From an optimization exercise on the open Yosys and OpenROAD flow, aimed at small area; shortcuts taken in it are not production practice.
Only simulation tests tie the RTL to the original design; equivalence was not proved.
Power is estimated from default activity; no workload was simulated.

==> flow/design.v (excerpt) <==
module butterfly_full(
    input clk,
    input rstn,
    input CE,
    input [31:0] x0_re_i,
    input [31:0] x0_im_i,
    input [31:0] x1_re_i,
    input [31:0] x1_im_i,
    input [9:0] w_re_i,
    input [9:0] w_im_i,
    output reg [31:0] X0_re_o,
    output reg [31:0] X0_im_o,
    output reg [31:0] X1_re_o,
    output reg [31:0] X1_im_o
    );
function automatic [33:0] rca32;    
    input [31:0] a;
    input [31:0] b;
    input        cin;
    integer i;
    reg c;
    reg [31:0] s;
    reg c31;
    begin
        c = cin;
        c31 = 1'b0;
        for (i = 0; i < 32; i = i + 1) begin
            s[i] = a[i] ^ b[i] ^ c;
            if (i == 31) c31 = c;
            c = (a[i] & b[i]) | (c & (a[i] ^ b[i]));
        end
        rca32 = {c31, c, s};
    end
endfunction
reg [1:0] ph;
always @(posedge clk or negedge rstn) begin
    if (!rstn) ph <= 2'd0;
    else       ph <= ph + 2'd1;
end
wire [31:0] mx = ph[0] ? x1_im_i : x1_re_i;
wire [9:0]  mw = (ph[0] ^ ph[1]) ? w_im_i : w_re_i;
wire        flip = (ph == 2'd1);           
wire        w_m512 = (mw == 10'h200);      
wire [10:0] wb = {mw, 1'b0};
reg  [4:0]  b_neg, b_one, b_two;
integer k;
always @* begin
    for (k = 0; k < 5; k = k + 1) begin
        b_one[k] = wb[2*k+1] ^ wb[2*k];
        b_two[k] = (wb[2*k+2] & ~wb[2*k+1] & ~wb[2*k]) | (~wb[2*k+2] & wb[2*k+1] & wb[2*k]);
        b_neg[k] = wb[2*k+2];
    end
    b_neg[4] = wb[10] & ~w_m512;
    b_neg = b_neg ^ {5{flip}};
end
reg [31:0] row [0:4];
reg [31:0] corr;
integer j;
always @* begin
    corr = 32'd0;
    for (k = 0; k < 5; k = k + 1) begin
        row[k] = 32'd0;
        for (j = 2*k; j < 32; j = j + 1)
            row[k][j] = ((b_one[k] & mx[j-2*k]) | (b_two[k] & ((j-2*k) > 0 ? mx[j-2*k-1] : 1'b0))) ^ b_neg[k];
        corr[2*k] = b_neg[k];
    end
end
wire [31:0] s1 = row[0] ^ row[1] ^ row[2];
wire [31:0] c1 = ((row[0] & row[1]) | (row[2] & (row[0] ^ row[1]))) << 1;
wire [31:0] s2 = row[3] ^ row[4] ^ corr;
wire [31:0] c2 = ((row[3] & row[4]) | (corr & (row[3] ^ row[4]))) << 1;
wire [31:0] s3 = s1 ^ c1 ^ s2;
wire [31:0] c3 = ((s1 & c1) | (s2 & (s1 ^ c1))) << 1;
wire [31:0] s4 = s3 ^ c3 ^ c2;
wire [31:0] c4 = ((s3 & c3) | (c2 & (s3 ^ c3))) << 1;
wire [33:0] mres = rca32(s4, c4, 1'b0);
wire [31:0] prod = mres[31:0];
reg [31:0] pa, pb;    
always @(posedge clk) begin
  ...
Size: roughly 240 flip-flops, about 280 I/O pins, about 18,000 um2 of cells after synthesis.
Settings: LEC_CHECK=0, CAP_MARGIN=20, CORE_MARGIN=2, CORE_UTILIZATION=40, PLACE_DENSITY=0.6, SLEW_MARGIN=20; clock period 16.0 ns.
run.sh (not shown) runs the stock make flow with config.mk's settings and CLKGATE_MAP_FILE= SYNTH_SCRIPT=/design/flow/synth_recipe.tcl, a recipe that flattens the netlist after the stock synthesis.
Change:
==> flow/flow/run.sh (new file) <==
#!/bin/bash
# The standard layout, with the smallest buffer cell for the port buffers.
set -euo pipefail
bash standard.sh BUFFER_PORTS_ARGS="-buffer_cell sky130_fd_sc_hd__buf_1" finish > standard_flow.log 2>&1
==> flow/standard.sh (new file) <==
#!/bin/bash
# synth_recipe.tcl (not shown) runs the flow's synth.tcl, then flattens the netlist and writes it again
# the make line also repeats each setting of config.mk as NAME=value (left out here)
make -C /OpenROAD-flow-scripts/flow DESIGN_CONFIG=/design/flow/config.mk WORK_HOME=/design/flow/orfs CLKGATE_MAP_FILE= SYNTH_SCRIPT=/design/flow/synth_recipe.tcl "${@:-finish}"
Settings changed: CORE_UTILIZATION 40 to 60, CTS_BUF_LIST from default to sky130_fd_sc_hd__clkbuf_8, PLACE_DENSITY 0.6 to 0.75.
removed: flow/run.sh
Outcome:
- via count went up by 3.4%
- fmax barely changes
- worst setup slack loses 29 ps
Change:
==> flow/run.sh (new file) <==
#!/bin/bash
# synth_recipe.tcl (not shown) runs the flow's synth.tcl, then flattens the netlist and writes it again
# the make line also repeats each setting of config.mk as NAME=value (left out here)
make -C /OpenROAD-flow-scripts/flow DESIGN_CONFIG=/design/flow/config.mk WORK_HOME=/design/flow/orfs CLKGATE_MAP_FILE= SYNTH_SCRIPT=/design/flow/synth_recipe.tcl finish
Settings changed: ABC_AREA from default to 1, CORE_UTILIZATION 60 to 40, CTS_BUF_LIST sky130_fd_sc_hd__clkbuf_8 to default, PLACE_DENSITY 0.75 to 0.6.
removed: flow/flow/run.sh
removed: flow/standard.sh
Cell area is higher by 10%.
Wire length is higher by 9.7%.
Utilization is lower by 17 points.
Worst hold slack gets better by 5.8 ps.
Via count is higher by 1.9%.
Change:
==> flow/flow/run.sh (new file) <==
#!/bin/bash
# The standard layout, with the smallest buffer cell for the port buffers.
set -euo pipefail
bash standard.sh BUFFER_PORTS_ARGS="-buffer_cell sky130_fd_sc_hd__buf_1" finish > standard_flow.log 2>&1
==> flow/standard.sh (new file) <==
#!/bin/bash
# synth_recipe.tcl (not shown) runs the flow's synth.tcl, then flattens the netlist and writes it again
# the make line also repeats each setting of config.mk as NAME=value (left out here)
make -C /OpenROAD-flow-scripts/flow DESIGN_CONFIG=/design/flow/config.mk WORK_HOME=/design/flow/orfs CLKGATE_MAP_FILE= SYNTH_SCRIPT=/design/flow/synth_recipe.tcl "${@:-finish}"
Settings changed: ABC_AREA 1 to default.
removed: flow/run.sh
Outcome: Hold slack gets worse by 4.3 ps; total power went down by 2.6%; via count went down by 5.2%; first-iteration DRC count went down by 15%; non-clock buffer count went down by 26; die area went up by 1.7%; cell area went down by 7.9%.

what the ideal ports hide:
The results above use ideal ports. As a check the final layouts listed here were re-extracted and re-timed, cells and wires unchanged. Step 1 (the two cells are an assumption about what drives the block):
set clk [get_ports {clk}]
set_driving_cell -lib_cell sky130_fd_sc_hd__clkbuf_16 $clk
set_driving_cell -lib_cell sky130_fd_sc_hd__buf_2 [delete_from_list [all_inputs] $clk]
Step 2 times the ports against the registers' clock, not the clock port: input delays grow and output delays shrink by t, the midpoint of the rising clock arrivals with the driver on. Three values: no drivers, after step 1, after step 2; two values: the first two.
run | t, ns | setup slack, ns | worst hold slack (ns)
the first run | 0.575 | 0.279 / 0.293 / -0.281 | 0.374 / 0.374 / 0.374
the second run | 0.549 | 0.250 / 0.272 / -0.277 | 0.381 / 0.381 / 0.381
the third run | 0.582 | 0.385 / 0.411 / -0.171 | 0.387 / 0.387 / 0.387
the fourth run | 0.573 | 0.326 / 0.353 / -0.220 | 0.383 / 0.383 / 0.383
Met with ideal ports but missed after step 2: setup timing in every run listed. For the first run, which loses most, drivers alone change the setup slack by +0.014 ns; drivers and shift together by -0.560 ns.
